This design comes from an exercise in tuning for small area, a short achievable clock period and few clock cycles on the open sky130 flow, not from production work.
In this exercise RTL edits were held to simulation tests only and were not proved equivalent to the original.

Design FFT_TOP, start of the top module:
module FFT_TOP #(
    parameter N = 32,
    word_size = 16
) (
    input wire clk, reset, en,
    input wire input_valid, receiver_ready,
    input wire [word_size*2-1: 0] i_input_sample1, i_input_sample2,
    output wire output_valid,
    output wire [word_size*2-1: 0] o_output_sample1, o_output_sample2
);
Settings: LEC_CHECK=0, CAP_MARGIN=20, CORE_MARGIN=2, CORE_UTILIZATION=40, SLEW_MARGIN=20; clock period 10.0 ns.
standard.sh (not shown) runs the stock make flow with config.mk's settings and CLKGATE_MAP_FILE= SYNTH_SCRIPT=/design/flow/synth_recipe.tcl, a recipe that flattens the netlist after the stock synthesis.
==> flow/flow/run.sh <==
#!/bin/bash
# The standard layout, with timing repair aimed at a 4 ns period: the clock
# stays at the design's period, repair_timing is only told to keep a 6 ns
# setup margin. Every step's output goes to its own log here.
set -e
export SETUP_SLACK_MARGIN=6.0
bash standard.sh > standard.log 2>&1
The starting point ran to the end with violations: capacitance limit, slew limit.
Testbench counts at the start, summed over its fixed seeds: cycles 27,392.
Edit:
==> flow/run.sh (new file) <==
#!/bin/bash
# synth_recipe.tcl (not shown) runs the flow's synth.tcl, then flattens the netlist and writes it again
# the make line also repeats each setting of config.mk as NAME=value (left out here)
make -C /OpenROAD-flow-scripts/flow DESIGN_CONFIG=/design/flow/config.mk WORK_HOME=/design/flow/orfs CLKGATE_MAP_FILE= SYNTH_SCRIPT=/design/flow/synth_recipe.tcl finish
- SETUP_SLACK_MARGIN: default -> 5
removed: flow/flow/run.sh
removed: flow/standard.sh
After rerunning:
- With this change the flow finished clean
- hold slack stays flat
- worst setup slack is worse by 0.40 ns
- utilization is lower by 3.9 points
Edit:
- SETUP_SLACK_MARGIN: 5 -> default
The changed run went through all stages and came out clean.
Cell count barely changes.
Fmax fell by 22%.
Worst setup slack degrades by 1.4 ns.
Final area came out lower by 0.42%.
Wire length went down by 0.58%.
Sequential share of layout area grows by 0.17 points.
Utilization decreases by 0.19 points.
Die area is unchanged.
Register-to-register slack is worse by 1.4 ns.


## run K
Another version of the RTL of FFT_TOP (not shown whole).
For scale: about 6700 cells after synthesis, about 1500 flip-flops, roughly 83000 sq um of cells after synthesis.
==> flow/design.v (excerpt) <==
module FFT_TOP #(
    parameter N = 32,
    word_size = 16
) (
    input wire clk, reset, en,
    input wire input_valid, receiver_ready,
    input wire [word_size*2-1: 0] i_input_sample1, i_input_sample2,
    output wire output_valid,
    output wire [word_size*2-1: 0] o_output_sample1, o_output_sample2
);
==> flow/config.mk <==
export PLATFORM = sky130hd
export DESIGN_NAME = FFT_TOP
export DESIGN_NICKNAME = FFT_TOP
export VERILOG_FILES = /design/flow/design.v
export SDC_FILE = /design/flow/constraint.sdc
export NUM_CORES = 4
export LEC_CHECK = 0
export CAP_MARGIN = 20
export CORE_MARGIN = 2
export CORE_UTILIZATION = 40
export SLEW_MARGIN = 20
==> flow/constraint.sdc <==
create_clock -name core_clock -period 10.0 [get_ports {clk}]
set_input_delay 2.0000 -clock core_clock [delete_from_list [all_inputs] [get_ports {clk}]]
set_output_delay 2.0000 -clock core_clock [all_outputs]
set_load 0.01 [all_outputs]
==> flow/flow/run.sh <==
#!/bin/bash
# The standard layout, with timing repair aimed at a 4 ns period: the clock
# stays at the design's period, repair_timing is only told to keep a 6 ns
# setup margin, without gate cloning (clones overloaded some nets).
# Every step's output goes to its own log here.
set -e
export SETUP_SLACK_MARGIN=6.0
export SKIP_GATE_CLONING=1
bash standard.sh > standard.log 2>&1
Run K finished end to end and its layout was clean on timing, DRC and antenna.
Testbench counts of run K, summed over its fixed seeds: cycles 27,392.
Edits applied to the flow inputs when going from run K to run H:
==> flow/flow/run.sh <==
#!/bin/bash
# The standard layout, with timing repair aimed at a 4 ns period: the clock
# stays at the design's period, repair_timing is only told to keep a 6 ns
# setup margin. Every step's output goes to its own log here.
set -e
export SETUP_SLACK_MARGIN=6.0
bash standard.sh > standard.log 2>&1
## What came out
- Run H vs run K, number of logic stages on the critical path including buffering went down by 1.
- Compared to run K, run H has sequential share of cell area 0.34 points higher.
- Run H went all the way through the flow, and no timing, DRC or antenna check failed.
- Comparing run H with run K, the highest cell delay on the worst timing path came out essentially unchanged.
- The worst-path cell with the longest stage delay comes out fa_2 in one run and fa_1 in the other, namely in run H and run K respectively.
- Of run H and run K, run H shows the lower synthesis-to-layout area growth, with run K above it.
- Going from run K to run H, number of global-route vias before repair saw a decrease; worst-case headroom to the max-slew limit saw an increase.
- Between run K and run H, the flow reports routed wire length decreasing slightly.
- Post-CTS setup-driven buffer insertion count delta for run H relative to run K: 99 lower
- NOTE routed via count divided by cell count run K->run H increased slightly


## run A
FFT_TOP, a different RTL version from the one above (not shown whole).
For scale: roughly 10,000 cells after synthesis, ~2,100 flip-flops, roughly 130 I/O pins, roughly 0.12 mm2 of cells after synthesis.
Settings: LEC_CHECK=0, CAP_MARGIN=20, CORE_MARGIN=2, CORE_UTILIZATION=55, CTS_CLUSTER_SIZE=30, SLEW_MARGIN=20; clock period 10.0 ns.
==> flow/flow/run.sh <==
#!/bin/bash
# The standard layout, with timing repair aimed at a 3.6 ns period: the clock
# stays at the design's period, repair_timing is only told to keep a 6.4 ns
# setup margin, without gate cloning (clones overloaded some nets).
# Every step's output goes to its own log here.
set -e
export SETUP_SLACK_MARGIN=6.4
export SKIP_GATE_CLONING=1
bash standard.sh > standard.log 2>&1
Run A | status: complete | timing, DRC, antenna: pass
Testbench counts of run A, summed over its fixed seeds: cycles 15,360.
Input-level comparison between run B and run A:
Settings: changing CORE_UTILIZATION from 55 to 65; removing CTS_CLUSTER_SIZE (formerly 30).
--- outcome ---
~same average cell area after synthesis in run B and run A. Against run A as the reference, run B delivers a higher total number of cells along the worst setup path. Looking at global-route wire length before repair, run B sits 1.5% lower than run A does.
#### Input delta (run C over run B)
Settings: swapping 65 for 55 in CORE_UTILIZATION.
## What came out
- Compared with run B, run C shows met1 layer usage reported by global route lower by 4.6 points.
- The fmax was comparable across run B and run C.
- Looking at run B and run C, the portion of the clock cycle consumed by the worst path in the final layout is a wash.
- Taking run B as the reference, in run C time the worst path needs with I/O delays and setup lost 12 ps; area of the core picked up an extra about 18%.
- Worst hold slack (run C over run B): decrease, 8.1 ps
- Lower layout-stage area growth over the synthesis result among run B and run C: run B

afterwards: timing with drivers on the ports:
The results above use ideal ports. As a check the final layouts listed here were re-extracted and re-timed, cells and wires unchanged.
Step 1: set_driving_cell puts a clkbuf_16 on clk and a buf_2 on each other input, an assumption about the parent block.
Step 2 also shifts input and output timing later by t, the mid clock arrival at the registers, as if the neighbouring blocks saw the same clock.
a / b / c = ideal / step 1 / step 2; a / b = the first two.
| run | t, ns | slack for setup (ns) | clock arrival spread, ns |
|---|---|---|---|
| the first run of note 1 | 0.888 | 5.471 / 5.471 / 5.471 | 0.036 / 0.036 |
| the second run of note 1 | 0.889 | 5.067 / 5.067 / 5.067 | 0.077 / 0.077 |
| the third run of note 1 | 0.892 | 3.686 / 3.686 / 3.686 | 0.078 / 0.078 |
| run K | 0.887 | 5.458 / 5.458 / 5.458 | 0.074 / 0.074 |
| run H | 0.889 | 5.498 / 5.498 / 5.498 | 0.073 / 0.073 |
| run A | 0.979 | 6.137 / 6.137 / 5.827 | 0.080 / 0.079 |
| run B | 0.966 | 6.126 / 6.126 / 5.835 | 0.074 / 0.073 |
| run C | 0.979 | 6.137 / 6.137 / 5.827 | 0.080 / 0.079 |
